Source: an optimization exercise on an open RTL-to-GDS flow (aim: small area, a short achievable clock period and few clock cycles). Production flows keep margins and buffers that such runs may drop. Where RTL was checked, it was by simulation tests only, not by an equivalence proof against the original. Power figures rest on the tool's default switching activity, not on a simulated workload.

// binary_to_bcd
module binary_to_bcd( input clk_in,
                      input [5:0] game_state,
                      input start,
                      input [23:0] binary_in,
                      output logic [31:0] bcd_out,
                      output logic busy
    );
    logic [31:0] R;
    logic [3:0]  t;                   
    wire rst = (game_state == 6'd1);
    logic [31:0] ld;
    logic [3:0]  t0;
    wire [31:0] ldr0 = {binary_in[19:0], 8'h0, binary_in[23:20]};
    wire [31:0] ldr1 = {binary_in[13:0], 8'h0, binary_in[23:14]};
    wire [31:0] ldr2 = {binary_in[7:0], 8'h0, binary_in[23:8]};
    wire [31:0] ldr3 = {binary_in[1:0], 8'h0, binary_in[23:2]};
    logic [3:0] zr, sel;
    function automatic [4:0] fx(input [3:0] v);
        logic ge10;
        ge10 = v[3] & (v[2] | v[1]);
        fx = {ge10, v[3] & !ge10, ge10 ? v[2] & v[1] : v[2], v[1] ^ ge10, v[0]};
    endfunction
    always_comb begin
        zr[0] = 1'b1;
        zr[1] = (binary_in[23:18] == '0);
        zr[2] = (binary_in[23:12] == '0);
        zr[3] = (binary_in[23:6] == '0);
        for (int i = 0; i < 4; i++)
            sel[i] = zr[i] & (i == 3 || !zr[i + 1]);
        ld = '0;
        t0 = '0;
        ld = ld | ({32{sel[0]}} & {ldr0[31:5], fx(binary_in[23:20])});
        t0 = t0 | ({4{sel[0]}} & 4'd2);
        ld = ld | ({32{sel[1]}} & {ldr1[31:5], fx(binary_in[17:14])});
        t0 = t0 | ({4{sel[1]}} & 4'd5);
        ld = ld | ({32{sel[2]}} & {ldr2[31:5], fx(binary_in[11:8])});
        t0 = t0 | ({4{sel[2]}} & 4'd8);
        ld = ld | ({32{sel[3]}} & {ldr3[31:5], fx(binary_in[5:2])});
        t0 = t0 | ({4{sel[3]}} & 4'd11);
    end
  ...
Size: ~600 cells after synthesis, roughly 37 flip-flops, roughly 65 I/O pins, roughly 3300 sq um of cells after synthesis.
export LEC_CHECK = 0
export ABC_AREA = 1
export CAP_MARGIN = 20
export CORE_MARGIN = 2
export CORE_UTILIZATION = 60
export CTS_BUF_LIST = sky130_fd_sc_hd__clkbuf_2 sky130_fd_sc_hd__clkbuf_4 sky130_fd_sc_hd__clkbuf_8
export SETUP_SLACK_MARGIN = 3.5
export SLEW_MARGIN = 20
create_clock -name core_clock -period 6.0 [get_ports {clk_in}]
standard.sh (not shown) runs the stock make flow with config.mk's settings and CLKGATE_MAP_FILE= SYNTH_SCRIPT=/design/flow/synth_recipe.tcl, a recipe that flattens the netlist after the stock synthesis.
==> flow/flow/run.sh <==
#!/bin/bash
# Standard ORFS layout, with plain buf_1 cells as the port buffers.
set -euo pipefail
export BUFFER_PORTS_ARGS="-buffer_cell sky130_fd_sc_hd__buf_1"
bash standard.sh > standard_flow.log 2>&1
The baseline finished with timing, DRC and antenna clean.
Next try:
CTS_BUF_LIST = not set   (was sky130_fd_sc_hd__clkbuf_2 sky130_fd_sc_hd__clkbuf_4 sky130_fd_sc_hd__clkbuf_8)
SETUP_SLACK_MARGIN = 3.6   (was 3.5)
After rerunning: The changed run completed without violations. Non-clock buffer count increases by 9. Clock-buffer cell count decreases by 1. Sequential share of layout area fell by 0.51 points. First-iteration DRC count drops by 0.57%.
Next try:
PLACE_DENSITY = 0.75   (was not set)
SETUP_SLACK_MARGIN = 3.5   (was 3.6)
Result: The changed run finished clean; core utilization drops by 1.8 points; design area drops by a few percent; worst hold slack gets worse by 0.014 ns; synthesized cell count stays the same; global-route usage drops by 0.13 points.
Next try:
CAP_MARGIN = 5   (was 20)
PLACE_DENSITY = not set   (was 0.75)
SLEW_MARGIN = 5   (was 20)
After rerunning:
- cell area goes down slightly
- die area does not change
- final cell count is unchanged
- routed wire length goes down by a few percent
No functional check of the RTL was part of any run of this note.

========
binary_to_bcd, a different RTL version from the one above (not shown whole).
Size: roughly 610 cells after synthesis, about 0.0034 mm2 of cells after synthesis.
export LEC_CHECK = 0
export ABC_AREA = 1
export CAP_MARGIN = 20
export CORE_MARGIN = 2
export CORE_UTILIZATION = 40
export SETUP_SLACK_MARGIN = 3.8
export SLEW_MARGIN = 20
create_clock -name core_clock -period 6.0 [get_ports {clk_in}]
Scripts as last shown in full above: flow/flow/run.sh
The first run finished clean.
Testbench counts at the start, summed over its fixed seeds: cycles 25,282.
Rerun with:
SETUP_SLACK_MARGIN = 3.5   (was 3.8)
Outcome: Utilization falls by 4.0 points. Via count falls by a few percent. Total power falls by a little under a tenth.

========
== job 8576 ==
Another version of the RTL of binary_to_bcd (not shown whole).
Size in the first run: about 37 flip-flops, ~3300 um2 of cells after synthesis.
## binary_to_bcd
module binary_to_bcd( input clk_in,
                      input [5:0] game_state,
                      input start,
                      input [23:0] binary_in,
                      output logic [31:0] bcd_out,
                      output logic busy
    );
    logic [31:0] R;
    logic [3:0]  t;                   
    wire rst = (game_state == 6'd1);
    logic [31:0] ld;
    logic [3:0]  t0;
    logic [3:0] zr, sel;
    always_comb begin
        zr[0] = 1'b1;
        zr[1] = (binary_in[23:19] == '0);
        zr[2] = (binary_in[23:13] == '0);
        zr[3] = (binary_in[23:5] == '0);
        for (int i = 0; i < 4; i++)
            sel[i] = zr[i] & (i == 3 || !zr[i + 1]);
        ld = '0;
        t0 = '0;
        ld = ld | ({32{sel[0]}} & {binary_in[21:0], 8'h0, binary_in[23:22]});
        t0 = t0 | ({4{sel[0]}} & 4'd1);
        ld = ld | ({32{sel[1]}} & {binary_in[15:0], 8'h0, binary_in[23:16]});
        t0 = t0 | ({4{sel[1]}} & 4'd4);
  ...
==> flow/config.mk <==
export PLATFORM = sky130hd
export DESIGN_NAME = binary_to_bcd
export DESIGN_NICKNAME = binary_to_bcd
export VERILOG_FILES = /design/flow/design.v
export SDC_FILE = /design/flow/constraint.sdc
export NUM_CORES = 4
export LEC_CHECK = 0
export ABC_AREA = 1
export CAP_MARGIN = 20
export CORE_MARGIN = 2
export CORE_UTILIZATION = 65
export SETUP_SLACK_MARGIN = 3.5
export SLEW_MARGIN = 20
==> flow/constraint.sdc <==
create_clock -name core_clock -period 6.0 [get_ports {clk_in}]
set_input_delay 1.2000 -clock core_clock [delete_from_list [all_inputs] [get_ports {clk_in}]]
set_output_delay 1.2000 -clock core_clock [all_outputs]
set_load 0.01 [all_outputs]
Scripts as last shown in full above: flow/flow/run.sh
Testbench counts of job 8576, summed over its fixed seeds: cycles 25,282.
Relative to job 8576, the following input files were edited for job 6421:
Settings: CORE_UTILIZATION now 60, was 65.
Results
[job 6421 vs job 8576] met2 wirelength from detailed routing: lower in job 6421
Side by side, first-pass iteration count of the detailed router turned out lower in job 6421 than in job 8576.
In job 6421, the worst slack on hold paths came out 0.032 ns above the value in job 8576.
In job 6421 relative to job 8576, non-clock buffer count in the final layout had gone up by a few percent.
Comparing job 8576 with job 6421, the cell area reported after detailed placement came out essentially unchanged.
Job 8576 and job 6421 ended up with nearly the same sequential share of cell area.
Compared with job 8576, in job 6421 die area +about 8%; power share of the combinational group up 2.1 points; placer congestion estimate saw a decrease; met2 track demand over resource in global routing went down 1.8 points; setup slack increased 0.12 ns.

========
== try-pepper ==
RTL: one of the versions met above, not the one the previous note started from.
Size: about 37 flip-flops, about 65 I/O pins, about 3300 µm² of cells after synthesis.
export LEC_CHECK = 0
export ABC_AREA = 1
export CAP_MARGIN = 20
export CORE_MARGIN = 2
export CORE_UTILIZATION = 60
export SETUP_SLACK_MARGIN = 3.4
export SLEW_MARGIN = 20
create_clock -name core_clock -period 6.0 [get_ports {clk_in}]
Scripts as last shown in full above: flow/flow/run.sh
No stage failed in try-pepper, and the final checks on the layout all came back clean.
#### Input delta (try-willow over try-pepper)
diff --git a/flow/config.mk b/flow/config.mk
--- a/flow/config.mk
+++ b/flow/config.mk
@@ -12 +12 @@
-export SETUP_SLACK_MARGIN = 3.4
+export SETUP_SLACK_MARGIN = 3.5
@@ -13,0 +14 @@
+export TNS_END_PERCENT = 5
Notes after the runs:
- Between try-pepper and try-willow, the flow reports average routed wire per standard cell decreasing by a few percent.
- Comparing try-pepper with try-willow, the power share of the combinational group came out essentially unchanged.
- Diff try-willow..try-pepper | fmax | negligible
--- input diff try-willow..try-raven ---
diff --git a/flow/config.mk b/flow/config.mk
--- a/flow/config.mk
+++ b/flow/config.mk
@@ -12 +12 @@
-export SETUP_SLACK_MARGIN = 3.5
+export SETUP_SLACK_MARGIN = 3.8
Notes after the runs:
Delta (try-raven minus try-willow): time the worst path needs with I/O delays and setup lost 0.053 ns, total power picked up an extra 4.4%, final net count picked up an extra 2.7%, period utilization lost 0.88 points, total of cells resized after clock tree synthesis picked up an extra 27.
Worst setup path endpoint = R[31]: try-raven; worst setup path endpoint = R[19]: try-willow
Compared with try-willow, in try-raven setup slack increased by 0.053 ns relative to the old numbers, final routed wire length divided by cell count picked up an extra 7.8%, net switching power rose by about 5.3%.
Between try-raven and try-willow, final estimated routing congestion in global placement is higher for try-willow, try-raven comes in under that.
For try-indigo, these inputs were changed with respect to try-raven:
diff --git a/flow/config.mk b/flow/config.mk
--- a/flow/config.mk
+++ b/flow/config.mk
@@ -9 +9 @@
-export CAP_MARGIN = 20
+export CAP_MARGIN = 50
@@ -12,3 +12,2 @@
-export SETUP_SLACK_MARGIN = 3.8
-export SLEW_MARGIN = 20
-export TNS_END_PERCENT = 5
+export SETUP_SLACK_MARGIN = 3.5
+export SLEW_MARGIN = 50
Fraction of power consumed by the clock network: try-raven vs try-indigo, no meaningful difference. try-indigo ended up with fewer standard cells than try-raven. In try-indigo, met2 track utilization from global routing is lower than in try-raven. Row shortest clock period the worst path allows after layout: try-indigo lower / try-raven higher. Part of the total power dissipated in combinational logic (higher): try-raven. Any difference in placed wire-length estimate between try-indigo and try-raven is small enough to ignore. Non-clock buffer count of try-indigo falls short of that of try-raven by more than 10%. Note that the finished layout cell area recorded for try-indigo amounts to 0.947 times the value seen in try-raven.
No run of this note included a check of the RTL's function; only the layout flow was run.

========
Another version of the RTL of binary_to_bcd (not shown whole).
Size in the first run: about 37 flip-flops, ~65 I/O pins, ~3200 sq um of cells after synthesis.
Settings: LEC_CHECK=0, ABC_AREA=1, CAP_MARGIN=20, CORE_MARGIN=2, CORE_UTILIZATION=40, SETUP_SLACK_MARGIN=3.6, SLEW_MARGIN=20; clock period 6.0 ns.
run.sh (not shown) runs the stock make flow with config.mk's settings and CLKGATE_MAP_FILE= SYNTH_SCRIPT=/design/flow/synth_recipe.tcl, a recipe that flattens the netlist after the stock synthesis.
Stock flow here: none of the scripts above is used.
The first run finished clean.
Change:
Settings changed: SETUP_SLACK_MARGIN 3.6 to 4.2.
Fmax came out higher by 1.0%.
Die area stays the same.
Count of clock-buffer cells in the layout is unchanged.
Critical path depth drops by 4.
Function was not checked in any run of this note: the RTL went through the layout flow alone.

========
Setup of job 1485:
RTL: one of the versions met above, not the one the previous note started from.
For scale: about 37 flip-flops, about 65 I/O pins, roughly 3700 sq um of cells after synthesis.
Settings: LEC_CHECK=0, ABC_AREA=0, CAP_MARGIN=20, CORE_MARGIN=2, CORE_UTILIZATION=60, SETUP_SLACK_MARGIN=3.5, SLEW_MARGIN=20; clock period 6.0 ns.
standard.sh (not shown) runs the stock make flow with config.mk's settings and CLKGATE_MAP_FILE= SYNTH_SCRIPT=/design/flow/synth_recipe.tcl, a recipe that flattens the netlist after the stock synthesis.
Scripts as last shown in full above: flow/flow/run.sh
Testbench counts of job 1485, summed over its fixed seeds: cycles 25,282.
#### Input delta (job 9208 over job 1485)
Settings: swapping 0 for 1 in ABC_AREA; swapping 3.5 for 3.3 in SETUP_SLACK_MARGIN.
[summary]
- In the metrics for job 9208 and job 1485, the one carrying the lower routed wire length on met2 is job 9208.
- Relative to job 1485, job 9208 improves first-iteration DRC count.
- Against job 1485, synthesized area in job 9208 came out better.
- Between job 9208 and job 1485, it is job 9208 whose fraction of the mapped netlist area in adder cells is lower, by 0.48 points.
Input changes introduced in job 7821 (baseline for comparison: job 9208):
Settings: swapping 3.3 for 3.5 in SETUP_SLACK_MARGIN; swapping 60 for 40 in CORE_UTILIZATION.
### Flow results
The worst-path cell with the longest stage delay comes out nor4_1 in one run and nor4_4 in the other, namely in job 9208 and job 7821 respectively.
Share of the clock period used by the worst path down 3.8 points in job 7821 wrt job 9208
Summary of job 7821 over job 9208: non-clock buffer count has increased; count of TritonRoute iterations in the first routing pass saw an increase.
--- input diff job 7821..job 3795 ---
Settings: CORE_UTILIZATION changed from 40 to 60; SETUP_SLACK_MARGIN changed from 3.5 to 3.6.
==> run summary <==
Job 3795 ended up with R[26] as its worst setup path endpoint; job 7821 ended up with R[0]. From job 7821 to job 3795 the numbers moved as follows: fraction of power consumed by the clock network fell by 2.0 points, fraction of area in multi-input gates now sits higher, via count saw an increase. Compared with job 7821, job 3795 instantiates a smaller number of cells. Job 3795 vs. job 7821: die area now smaller; final area fell by about 1%; post-CTS setup repair buffer count went up 2; layout cell share with drive strength beyond 1 now larger.
Inputs modified between job 3795 and job 4215:
Settings: SETUP_SLACK_MARGIN now 3.5, was 3.6; CTS_CLUSTER_SIZE now 40, previously not set; CTS_CLUSTER_DIAMETER now 200, previously not set.
On headroom to the max-slew limit: between job 3795 and job 4215, it ends up higher for job 4215.
Post-placement worst setup slack: job 3795 and job 4215 compared, lower one is job 4215
Diff job 3795 -> job 4215: design area fell by 2.1%, internal power summed over all cells stayed essentially flat, data required time of the worst path rose by 0.06 ns, worst hold slack rose by 0.0065 ns.
Against job 3795, job 4215 reports a sequential fraction of design power that is higher.
Compared with job 3795, post-detailed-route via-to-cell ratio in job 4215 decreased slightly.

========
The RTL this note starts from:
==> flow/design.v <==
`timescale 1ns / 1ps
module binary_to_bcd( input clk_in,
                      input [5:0] game_state,
                      input start,
                      input [23:0] binary_in,
                      output logic [31:0] bcd_out,
                      output logic busy
    );
    localparam int K  = 2;           
    localparam int G  = 8;           
    localparam int NT = 24 / K;        
    localparam int TW = $clog2(NT + 1);
    logic [31:0]   R;
    logic [TW-1:0] t;                  
    wire rst = (game_state == 6'd1);
    logic [31:0]   ld;
    logic [TW-1:0] t0;
    always_comb begin
        ld = {binary_in, 8'h00};
        t0 = '0;
        for (int s = G; s < 24; s += G)
            if ((binary_in >> (24 - s)) == 24'd0) begin
                ld = {binary_in << s, 8'h00};
                t0 = TW'(s / K);
            end
    end
    function automatic [3:0] a3(input [3:0] d);
        case (d)
            4'd5: a3 = 4'd8;
            4'd6: a3 = 4'd9;
            4'd7: a3 = 4'd10;
            4'd8: a3 = 4'd11;
            4'd9: a3 = 4'd12;
            default: a3 = d;
        endcase
    endfunction
    logic [31:0] nxt, blk;
    always_comb begin
        logic lead;
        nxt = R;
        for (int l = 0; l < K; l++) begin
            for (int j = 0; j < 7; j++)
                if (j == 0 || int'(t) * K + l >= 4 * j - 4)
                    nxt[4*j +: 4] = a3(nxt[4*j +: 4]);
            nxt = {nxt[30:0], nxt[31]};
        end
        blk = nxt;
        lead = 1'b1;
        for (int j = 7; j >= 1; j--) begin
            if (lead && nxt[4*j +: 4] == 4'd0) blk[4*j +: 4] = 4'hA;
            else lead = 1'b0;
        end
    end
    wire last = (t == TW'(NT - 1));
    always_ff @(posedge clk_in) begin
        t <= busy ? t + 1'b1 : t0;
        if (rst) begin
            busy <= 1'b0;
            R    <= '0;
        end else if (busy) begin
            busy <= !last;
            R    <= last ? blk : nxt;
        end else if (start) begin
            busy <= 1'b1;
            R    <= ld;
        end
    end
    assign bcd_out = R;
endmodule
clock: 6.0 ns
lec_check: 0
abc_area: 1
cap_margin: 20
core_margin: 2
core_utilization: 40
slew_margin: 20
run.sh (not shown) runs the stock make flow with config.mk's settings and CLKGATE_MAP_FILE= SYNTH_SCRIPT=/design/flow/synth_recipe.tcl, a recipe that flattens the netlist after the stock synthesis.
Stock flow here: none of the scripts above is used.
The baseline produced a clean layout.
==> next run, changes <==
Settings changed: SETUP_SLACK_MARGIN set to 3.0.
Effect: Clock-buffer cell count stays the same. Power barely changes. Die area does not change. Global-route usage rose by 0.15 points. Worst setup slack is better by 1.2 ns.
Function was not checked in any run of this note: the RTL went through the layout flow alone.

-- afterwards: timing with drivers on the ports --
No port has a modelled driver above. Below, the same layouts with a new extraction and two added sets of constraints.
Step 1 assumes that a clkbuf_16 drives the clock port and a buf_2 every other input.
Step 2, shift: input delay + t, output delay - t, t = (earliest + latest rising clock arrival at the registers) / 2. This alone moves slack from input paths to output paths.
Three values: ideal, step 1, step 2; two values: the first two.
| run | t (ns) | setup slack, ns | hold WS [ns] | clock arrival spread, ns |
|---|---|---|---|---|
| the first run of note 1 | 0.314 | 3.616 / 3.623 / 3.309 | 0.498 / 0.498 / 0.498 | 0.003 / 0.003 |
| the second run of note 1 | 0.323 | 3.638 / 3.646 / 3.323 | 0.505 / 0.505 / 0.505 | 0.005 / 0.005 |
| the third run of note 1 | 0.319 | 3.575 / 3.582 / 3.264 | 0.491 / 0.491 / 0.491 | 0.005 / 0.005 |
| the fourth run of note 1 | 0.319 | 3.630 / 3.637 / 3.319 | 0.496 / 0.496 / 0.496 | 0.004 / 0.005 |
| the first run of note 2 | 0.324 | 3.584 / 3.570 / 3.246 | 0.530 / 0.530 / 0.530 | 0.008 / 0.009 |
| the second run of note 2 | 0.320 | 3.517 / 3.526 / 3.206 | 0.513 / 0.513 / 0.513 | 0.007 / 0.007 |
| job 8576 | 0.330 | 3.537 / 3.506 / 3.329 | 0.470 / 0.470 / 0.470 | 0.005 / 0.005 |
| job 6421 | 0.321 | 3.659 / 3.664 / 3.343 | 0.501 / 0.501 / 0.501 | 0.011 / 0.011 |
| try-pepper | 0.318 | 3.494 / 3.500 / 3.182 | 0.493 / 0.493 / 0.493 | 0.005 / 0.005 |
| try-willow | 0.319 | 3.488 / 3.500 / 3.181 | 0.496 / 0.496 / 0.496 | 0.004 / 0.004 |
| try-raven | 0.321 | 3.541 / 3.535 / 3.214 | 0.500 / 0.500 / 0.500 | 0.010 / 0.010 |
| try-indigo | 0.318 | 3.585 / 3.596 / 3.279 | 0.496 / 0.496 / 0.496 | 0.007 / 0.007 |
| the first run of note 5 | 0.321 | 3.612 / 3.598 / 3.278 | 0.421 / 0.421 / 0.421 | 0.006 / 0.005 |
| the second run of note 5 | 0.336 | 3.637 / 3.639 / 3.304 | 0.490 / 0.490 / 0.490 | 0.009 / 0.009 |
| job 1485 | 0.314 | 3.214 / 3.214 / 3.118 | 0.503 / 0.503 / 0.503 | 0.007 / 0.007 |
| job 9208 | 0.322 | 3.401 / 3.410 / 3.088 | 0.485 / 0.485 / 0.485 | 0.005 / 0.005 |
| job 7821 | 0.324 | 3.631 / 3.635 / 3.311 | 0.472 / 0.472 / 0.472 | 0.010 / 0.010 |
| job 3795 | 0.315 | 3.609 / 3.617 / 3.302 | 0.495 / 0.495 / 0.495 | 0.004 / 0.004 |
| job 4215 | 0.321 | 3.659 / 3.664 / 3.343 | 0.501 / 0.501 / 0.501 | 0.011 / 0.011 |
| the first run of note 7 | 0.327 | 1.955 / 1.954 / 1.628 | 0.451 / 0.451 / 0.451 | 0.012 / 0.011 |
| the second run of note 7 | 0.328 | 3.181 / 3.180 / 2.853 | 0.450 / 0.450 / 0.450 | 0.013 / 0.013 |
After both steps every run listed still meets setup and hold. For the first run of note 2, which loses most, drivers alone change the setup slack by -0.014 ns; drivers and shift together by -0.338 ns.
